What follows belongs to an exercise in optimizing a design on an open flow for small area; a production flow would make more cautious choices.
Function was checked by simulation only, so behaviour that the tests miss may differ from the original.
No driver is modelled on the clock port, so clock power and skew are understated where the tree is cut down; a real chip needs a root buffer or a tree.

## 06-11
==> module TimeClock, before the edit <==
module TimeClock(
    input i_clk,
    input i_reset,
    input i_modeSW,
    input i_OnOffSW,
    output [3:0] o_FND_Digit,
    output [7:0] o_FND_Font
    );
    reg       r_half;                  
    reg [3:0] r_cs1, r_cs10;           
    reg [3:0] r_s1;  reg [2:0] r_s10;  
    reg [3:0] r_m1;  reg [2:0] r_m10;  
    reg [3:0] r_h1;  reg [1:0] r_h10;  
    wire cs1_9  = r_cs1[3] & r_cs1[0];
    wire cs10_9 = r_cs10[3] & r_cs10[0];
    wire s1_9   = r_s1[3] & r_s1[0];
    wire s10_5  = r_s10[2] & r_s10[0];
    wire m1_9   = r_m1[3] & r_m1[0];
    wire m10_5  = r_m10[2] & r_m10[0];
    wire h_23   = r_h10[1] & r_h1[1] & r_h1[0];
    wire h1_9   = r_h1[3] & r_h1[0];
    wire e_cs1  = ~r_half;
    wire e_cs10 = e_cs1 & cs1_9;
    wire e_s1   = e_cs10 & cs10_9;
    wire e_s10  = e_s1 & s1_9;
    wire e_m1   = e_s10 & s10_5;
    wire e_m10  = e_m1 & m1_9;
    wire e_h    = e_m10 & m10_5;
    function [3:0] inc10(input [3:0] d, input c);
        inc10 = d ^ {c & d[0] & (d[3] | d[2] & d[1]),
                     c & d[0] & d[1],
                     c & d[0] & ~d[3],
                     c};
    endfunction
    function [2:0] inc6(input [2:0] d, input c);
        inc6 = d ^ {c & d[0] & (d[2] | d[1]),
                    c & d[0] & ~d[2],
                    c};
    endfunction
    always @(posedge i_clk or posedge i_reset) begin
        if (i_reset) begin
            r_half <= 0;
            r_cs1 <= 0; r_cs10 <= 0;
            r_s1 <= 0;  r_s10 <= 0;
            r_m1 <= 0;  r_m10 <= 0;
            r_h1 <= 0;  r_h10 <= 0;
        end else begin
            r_half <= ~r_half;
            r_cs1  <= inc10(r_cs1, e_cs1);
            r_cs10 <= inc10(r_cs10, e_cs10);
            r_s1   <= inc10(r_s1, e_s1);
            r_s10  <= inc6(r_s10, e_s10);
            r_m1   <= inc10(r_m1, e_m1);
            r_m10  <= inc6(r_m10, e_m10);
            if (e_h) begin
                if (h_23) begin
                    r_h1 <= 0; r_h10 <= 0;
                end else begin
                    r_h1 <= inc10(r_h1, 1'b1);
                    if (h1_9) r_h10 <= {r_h10[0], ~r_h10[0]};
                end
            end
        end
    end
    wire [2:0] p;
    assign p[0] = ~r_cs1[3] & (r_cs1[2] | (r_cs1[1] & r_cs1[0]));
    assign p[1] = r_cs10[0] ^ r_cs1[3];
    assign p[2] = r_cs10[1] ^ r_s1[0] ^ (r_cs10[0] & r_cs1[3]);
    assign o_FND_Digit = i_OnOffSW ? 4'b1111 : ~(4'b0001 << p[1:0]);
    wire q0 = ~p[1] & ~p[0], q1 = ~p[1] & p[0], q2 = p[1] & ~p[0], q3 = p[1] & p[0];
    wire hm = ~i_modeSW, sc = i_modeSW;
    wire [3:0] v = ({4{hm & q0}} & r_m1) | ({4{hm & q1}} & {1'b0, r_m10}) |
                   ({4{hm & q2}} & r_h1) | ({4{hm & q3}} & {2'b00, r_h10}) |
                   ({4{sc & q0}} & r_cs1) | ({4{sc & q1}} & r_cs10) |
                   ({4{sc & q2}} & r_s1) | ({4{sc & q3}} & {1'b0, r_s10});
    wire [6:0] seg;
    assign seg[0] = ~v[1] & (v[2] ? ~v[0] : v[0] & ~v[3]);           
    assign seg[1] = v[2] & (v[1] ^ v[0]);                            
    assign seg[2] = ~v[2] & v[1] & ~v[0];                            
    assign seg[3] = v[2] ? (v[1] ~^ v[0]) : (v[0] & ~v[1]);          
    assign seg[4] = v[0] | (v[2] & ~v[1]);                           
    assign seg[5] = v[2] ? (v[1] & v[0]) : (~v[3] & (v[1] | v[0]));  
    assign seg[6] = v[2] ? (v[1] & v[0]) : (~v[3] & ~v[1]);          
    wire cs_lt50 = ~(r_cs10[3] | (r_cs10[2] & (r_cs10[1] | r_cs10[0])));
    assign o_FND_Font[6:0] = p[2] ? 7'h7f : seg;
    assign o_FND_Font[7]   = ~(p[2] & p[1] & ~p[0] & cs_lt50);
endmodule
export LEC_CHECK = 0
export CAP_MARGIN = 20
export CORE_MARGIN = 2
export CORE_UTILIZATION = 40
export SLEW_MARGIN = 20
create_clock -name core_clock -period 10.0 [get_ports {i_clk}]
standard.sh (not shown) runs the stock make flow with config.mk's settings and CLKGATE_MAP_FILE= SYNTH_SCRIPT=/design/flow/synth_recipe.tcl, a recipe that flattens the netlist after the stock synthesis.
==> flow/flow/run.sh <==
#!/bin/bash
# Layout flow: the standard flow (standard.sh) with these changes:
#  - synthesis runs synth_recipe.tcl unchanged except that ABC maps the design
#    with each script in flow/abc/ and keeps the smallest result, and Yosys's
#    extract_fa step is skipped (flow/multi_abc.tcl);
#  - port buffers use the smallest buffer, sky130_fd_sc_hd__buf_1;
#  - after CTS, its H-tree is replaced by three clock buffers fed from the
#    clock port, each driving a third of the registers (flow/post_cts.tcl).
# Every tool's output goes to a log file in this folder.
set -euo pipefail
W=$(pwd)
export FLOW_WORK="$W" FLOW_FLOW_DIR="$W/flow"
cat > "$W/own_synth.tcl" <<TCL
source {$W/flow/multi_abc.tcl}
source {$W/synth_recipe.tcl}
TCL
sed "s#SYNTH_SCRIPT=[^ ]*synth_recipe.tcl#SYNTH_SCRIPT=$W/own_synth.tcl#" standard.sh > own_standard.sh
grep -q "SYNTH_SCRIPT=$W/own_synth.tcl" own_standard.sh
export BUFFER_PORTS_ARGS="-buffer_cell sky130_fd_sc_hd__buf_1"
export POST_CTS_TCL="$W/flow/post_cts.tcl"
bash own_standard.sh synth > "$W/synth.log" 2>&1
bash own_standard.sh finish > "$W/layout.log" 2>&1
test -s out/final.def
Other scripts of this flow, unchanged in this note and not shown: flow/flow/abc/b1.script, flow/flow/abc/b2.script, flow/flow/abc/c3.script, flow/flow/abc/dT10.script, flow/flow/clkbufs.tcl, flow/flow/multi_abc.tcl, flow/flow/post_cts.tcl
--- input diff 06-11..03-22 ---
-- flow/design.v --
<<< 06-11, line 12
    reg [3:0] r_s1;  reg [2:0] r_s10;  
    reg [3:0] r_m1;  reg [2:0] r_m10;  
    reg [3:0] r_h1;  reg [1:0] r_h10;  
    wire cs1_9  = r_cs1[3] & r_cs1[0];
    wire cs10_9 = r_cs10[3] & r_cs10[0];
>>> 03-22, line 12
    reg [3:0] r_s1;  reg [2:0] r_s10;  
    reg [3:0] r_m1;  reg [2:0] r_m10;  
    reg [3:0] r_ho;  reg r_hx;         
    wire cs1_9  = r_cs1[3] & r_cs1[0];
    wire cs10_9 = r_cs10[3] & r_cs10[0];
<<< 06-11, line 19
    wire m1_9   = r_m1[3] & r_m1[0];
    wire m10_5  = r_m10[2] & r_m10[0];
    wire h_23   = r_h10[1] & r_h1[1] & r_h1[0];
    wire h1_9   = r_h1[3] & r_h1[0];
    wire e_cs1  = ~r_half;
    wire e_cs10 = e_cs1 & cs1_9;
>>> 03-22, line 19
    wire m1_9   = r_m1[3] & r_m1[0];
    wire m10_5  = r_m10[2] & r_m10[0];
    wire h_23   = r_ho[3] & r_ho[1] & r_ho[0];
    wire ho_9   = r_ho[3] & ~r_ho[2] & r_ho[0];
    wire [3:0] h1  = {r_ho[3] & ~r_ho[2], r_ho[2] & ~r_ho[3], r_ho[1:0]};
    wire [1:0] h10 = {r_ho[3] & r_ho[2], r_hx};
    wire e_cs1  = ~r_half;
    wire e_cs10 = e_cs1 & cs1_9;
<<< 06-11, line 45
            r_s1 <= 0;  r_s10 <= 0;
            r_m1 <= 0;  r_m10 <= 0;
            r_h1 <= 0;  r_h10 <= 0;
        end else begin
            r_half <= ~r_half;
>>> 03-22, line 47
            r_s1 <= 0;  r_s10 <= 0;
            r_m1 <= 0;  r_m10 <= 0;
            r_ho <= 0;  r_hx <= 0;
        end else begin
            r_half <= ~r_half;
<<< 06-11, line 56
            if (e_h) begin
                if (h_23) begin
                    r_h1 <= 0; r_h10 <= 0;
                end else begin
                    r_h1 <= inc10(r_h1, 1'b1);
                    if (h1_9) r_h10 <= {r_h10[0], ~r_h10[0]};
                end
            end
        end
>>> 03-22, line 58
            if (e_h) begin
                if (h_23) begin
                    r_ho <= 0;
                end else if (ho_9) begin
                    r_ho <= r_hx ? 4'b1100 : 4'b0000;
                    r_hx <= ~r_hx;
                end else
                    r_ho <= r_ho + 4'd1;
            end
        end
<<< 06-11, line 72
    wire hm = ~i_modeSW, sc = i_modeSW;
    wire [3:0] v = ({4{hm & q0}} & r_m1) | ({4{hm & q1}} & {1'b0, r_m10}) |
                   ({4{hm & q2}} & r_h1) | ({4{hm & q3}} & {2'b00, r_h10}) |
                   ({4{sc & q0}} & r_cs1) | ({4{sc & q1}} & r_cs10) |
                   ({4{sc & q2}} & r_s1) | ({4{sc & q3}} & {1'b0, r_s10});
>>> 03-22, line 75
    wire hm = ~i_modeSW, sc = i_modeSW;
    wire [3:0] v = ({4{hm & q0}} & r_m1) | ({4{hm & q1}} & {1'b0, r_m10}) |
                   ({4{hm & q2}} & h1) | ({4{hm & q3}} & {2'b00, h10}) |
                   ({4{sc & q0}} & r_cs1) | ({4{sc & q1}} & r_cs10) |
                   ({4{sc & q2}} & r_s1) | ({4{sc & q3}} & {1'b0, r_s10});
==> comparison <==
- Taking 06-11 as the reference, in 03-22 width of the die moved down; die extent in y shows a reduction of 0.57%; number of standard cells after synthesis moved up.
- 03-22 vs. 06-11: global routing usage summed across all routing layers lost 0.35 points; detail-routed net length per standard cell lost 2.0%; global-route track usage on met2 picked up an extra 0.78 points; flip-flop and latch count lost 3.4%.
- Looking at 06-11 and 03-22, the required arrival time at the worst endpoint is a wash.
- Final design instance area without fill improves in 03-22 relative to 06-11.
No run of this note takes its clock network from TritonCTS; it comes from the design's own scripts or RTL.

---

The RTL this note starts from:
==> flow/design.v <==
`timescale 1ns / 1ps
module TimeClock(
    input i_clk,
    input i_reset,
    input i_modeSW,
    input i_OnOffSW,
    output [3:0] o_FND_Digit,
    output [7:0] o_FND_Font
    );
    reg       r_half;                  
    reg [3:0] r_cs1, r_cs10;           
    reg [3:0] r_s1;  reg [2:0] r_s10;  
    reg [3:0] r_m1;  reg [2:0] r_m10;  
    reg [3:0] r_ho;  reg r_hx;         
    wire cs1_9  = r_cs1[3] & r_cs1[0];
    wire cs10_9 = r_cs10[3] & r_cs10[0];
    wire s1_9   = r_s1[3] & r_s1[0];
    wire s10_5  = r_s10[2] & r_s10[0];
    wire m1_9   = r_m1[3] & r_m1[0];
    wire m10_5  = r_m10[2] & r_m10[0];
    wire ho_9   = r_ho[3] & ~r_ho[2] & r_ho[0];
    wire [3:0] h1  = {r_ho[3] & ~r_ho[2], r_ho[2] & ~r_ho[3], r_ho[1:0]};
    wire [1:0] h10 = {r_ho[3] & r_ho[2], r_hx};
    wire e_cs1  = ~r_half;
    wire e_cs10 = e_cs1 & cs1_9;
    wire e_s1   = e_cs10 & cs10_9;
    wire e_s10  = e_s1 & s1_9;
    wire e_m1   = e_s10 & s10_5;
    wire e_m10  = e_m1 & m1_9;
    wire e_h    = e_m10 & m10_5;
    function [3:0] inc10(input [3:0] d, input c);
        inc10 = d ^ {c & d[0] & (d[3] | d[2] & d[1]),
                     c & d[0] & d[1],
                     c & d[0] & ~d[3],
                     c};
    endfunction
    function [2:0] inc6(input [2:0] d, input c);
        inc6 = d ^ {c & d[0] & (d[2] | d[1]),
                    c & d[0] & ~d[2],
                    c};
    endfunction
    always @(posedge i_clk or posedge i_reset) begin
        if (i_reset) begin
            r_half <= 0;
            r_cs1 <= 0; r_cs10 <= 0;
            r_s1 <= 0;  r_s10 <= 0;
            r_m1 <= 0;  r_m10 <= 0;
            r_ho <= 0;  r_hx <= 0;
        end else begin
            r_half <= ~r_half;
            r_cs1  <= inc10(r_cs1, e_cs1);
            r_cs10 <= inc10(r_cs10, e_cs10);
            r_s1   <= inc10(r_s1, e_s1);
            r_s10  <= inc6(r_s10, e_s10);
            r_m1   <= inc10(r_m1, e_m1);
            r_m10  <= inc6(r_m10, e_m10);
            if (e_h) begin
                if (ho_9) begin
                    r_ho <= r_hx ? 4'b1100 : 4'b0000;
                    r_hx <= ~r_hx;
                end else
                    r_ho <= r_ho + 4'd1;
            end
        end
    end
    wire [2:0] p;
    assign p[0] = ~r_cs1[3] & (r_cs1[2] | (r_cs1[1] & r_cs1[0]));
    assign p[1] = r_cs10[0] ^ r_cs1[3];
    assign p[2] = r_cs10[1] ^ r_s1[0] ^ (r_cs10[0] & r_cs1[3]);
    assign o_FND_Digit = i_OnOffSW ? 4'b1111 : ~(4'b0001 << p[1:0]);
    wire q0 = ~p[1] & ~p[0], q1 = ~p[1] & p[0], q2 = p[1] & ~p[0], q3 = p[1] & p[0];
    wire hm = ~i_modeSW, sc = i_modeSW;
    wire [3:0] v = ({4{hm & q0}} & r_m1) | ({4{hm & q1}} & {1'b0, r_m10}) |
                   ({4{hm & q2}} & h1) | ({4{hm & q3}} & {2'b00, h10}) |
                   ({4{sc & q0}} & r_cs1) | ({4{sc & q1}} & r_cs10) |
                   ({4{sc & q2}} & r_s1) | ({4{sc & q3}} & {1'b0, r_s10});
    wire [6:0] seg;
    assign seg[0] = ~v[1] & (v[2] ? ~v[0] : v[0] & ~v[3]);           
    assign seg[1] = v[2] & (v[1] ^ v[0]);                            
    assign seg[2] = ~v[2] & v[1] & ~v[0];                            
    assign seg[3] = v[2] ? (v[1] ~^ v[0]) : (v[0] & ~v[1]);          
    assign seg[4] = v[0] | (v[2] & ~v[1]);                           
    assign seg[5] = v[2] ? (v[1] & v[0]) : (~v[3] & (v[1] | v[0]));  
    assign seg[6] = v[2] ? (v[1] & v[0]) : (~v[3] & ~v[1]);          
    wire cs_lt50 = ~(r_cs10[3] | (r_cs10[2] & (r_cs10[1] | r_cs10[0])));
    assign o_FND_Font[6:0] = p[2] ? 7'h7f : seg;
    assign o_FND_Font[7]   = ~(p[2] & p[1] & ~p[0] & cs_lt50);
endmodule
export LEC_CHECK = 0
export CAP_MARGIN = 20
export CORE_MARGIN = 2
export CORE_UTILIZATION = 40
export SLEW_MARGIN = 20
create_clock -name core_clock -period 10.0 [get_ports {i_clk}]
==> flow/flow/run.sh <==
#!/bin/bash
# Layout flow: the standard flow (standard.sh) with these changes:
#  - synthesis runs synth_recipe.tcl unchanged except that ABC maps the design
#    with several ABC scripts and keeps the smallest result, and Yosys's
#    extract_fa step is skipped (flow/multi_abc.tcl);
#  - port buffers use the smallest buffer, sky130_fd_sc_hd__buf_1;
#  - after CTS, its H-tree is replaced by three clock buffers fed from the
#    clock port, each driving a third of the registers (flow/post_cts.tcl).
# Every tool's output goes to a log file in this folder.
set -euo pipefail
W=$(pwd)
export FLOW_WORK="$W" FLOW_FLOW_DIR="$W/flow"
cat > "$W/own_synth.tcl" <<TCL
source {$W/flow/multi_abc.tcl}
source {$W/synth_recipe.tcl}
TCL
sed "s#SYNTH_SCRIPT=[^ ]*synth_recipe.tcl#SYNTH_SCRIPT=$W/own_synth.tcl#" standard.sh > own_standard.sh
grep -q "SYNTH_SCRIPT=$W/own_synth.tcl" own_standard.sh
export BUFFER_PORTS_ARGS="-buffer_cell sky130_fd_sc_hd__buf_1"
export POST_CTS_TCL="$W/flow/post_cts.tcl"
bash own_standard.sh synth > "$W/synth.log" 2>&1
bash own_standard.sh finish > "$W/layout.log" 2>&1
test -s out/final.def
Other scripts of this flow, unchanged in this note and not shown: flow/flow/clkbufs.tcl, flow/flow/multi_abc.tcl, flow/flow/post_cts.tcl
The baseline went through all stages and came out clean.
==> next run, changes <==
--- a/flow/design.v
+++ b/flow/design.v
@@ -16,10 +16,11 @@
     wire cs10_9 = r_cs10[3] & r_cs10[0];
     wire s1_9   = r_s1[3] & r_s1[0];
     wire s10_5  = r_s10[2] & r_s10[0];
     wire m1_9   = r_m1[3] & r_m1[0];
     wire m10_5  = r_m10[2] & r_m10[0];
+    wire h_23   = r_ho[3] & r_ho[1] & r_ho[0];
     wire ho_9   = r_ho[3] & ~r_ho[2] & r_ho[0];
     wire [3:0] h1  = {r_ho[3] & ~r_ho[2], r_ho[2] & ~r_ho[3], r_ho[1:0]};
     wire [1:0] h10 = {r_ho[3] & r_ho[2], r_hx};
     wire e_cs1  = ~r_half;
     wire e_cs10 = e_cs1 & cs1_9;
@@ -53,11 +54,13 @@
             r_s1   <= inc10(r_s1, e_s1);
             r_s10  <= inc6(r_s10, e_s10);
             r_m1   <= inc10(r_m1, e_m1);
             r_m10  <= inc6(r_m10, e_m10);
             if (e_h) begin
-                if (ho_9) begin
+                if (h_23) begin
+                    r_ho <= 0;
+                end else if (ho_9) begin
                     r_ho <= r_hx ? 4'b1100 : 4'b0000;
                     r_hx <= ~r_hx;
                 end else
                     r_ho <= r_ho + 4'd1;
             end
Result: The changed run finished with timing, DRC and antenna clean; sequential cell count stays the same; utilization hardly moves; area after synthesis rises by 0.98%; critical path depth falls by 1; clock skew falls by 8.9 ps; setup slack gets better by 35 ps; die area rises by 0.90%; register-to-register slack gets worse by 180 ps.
No run of this note takes its clock network from TritonCTS; it comes from the design's own scripts or RTL.

afterwards: timing with drivers on the ports:
The flow's constraints put no driver on any port. The routed layouts listed below were extracted and timed again, unchanged, in two steps. Step 1: set_driving_cell puts a clkbuf_16 on i_clk and a buf_2 on each other input, an assumption about the parent block. Step 2 also shifts input and output timing later by t, the mid clock arrival at the registers, as if the neighbouring blocks saw the same clock. a / b / c = ideal ports / drivers / drivers and shift; a / b = the first two.
run | t (ns) | setup WS [ns] | worst data-port slew with drivers (ns) | cell pins on the clock port's net
06-11 | 0.200 | 4.129 / 4.108 / 4.108 | 0.03 | 3
03-22 | 0.195 | 4.444 / 4.403 / 4.403 | 0.04 | 3
the first run of note 2 | 0.189 | 4.382 / 4.360 / 4.360 | 0.03 | 3
the second run of note 2 | 0.198 | 4.417 / 4.384 / 4.384 | 0.03 | 3
After both steps setup and hold are still met in every run listed. For 03-22, which loses most, drivers alone change the setup slack by -0.041 ns; drivers and shift together by -0.041 ns.
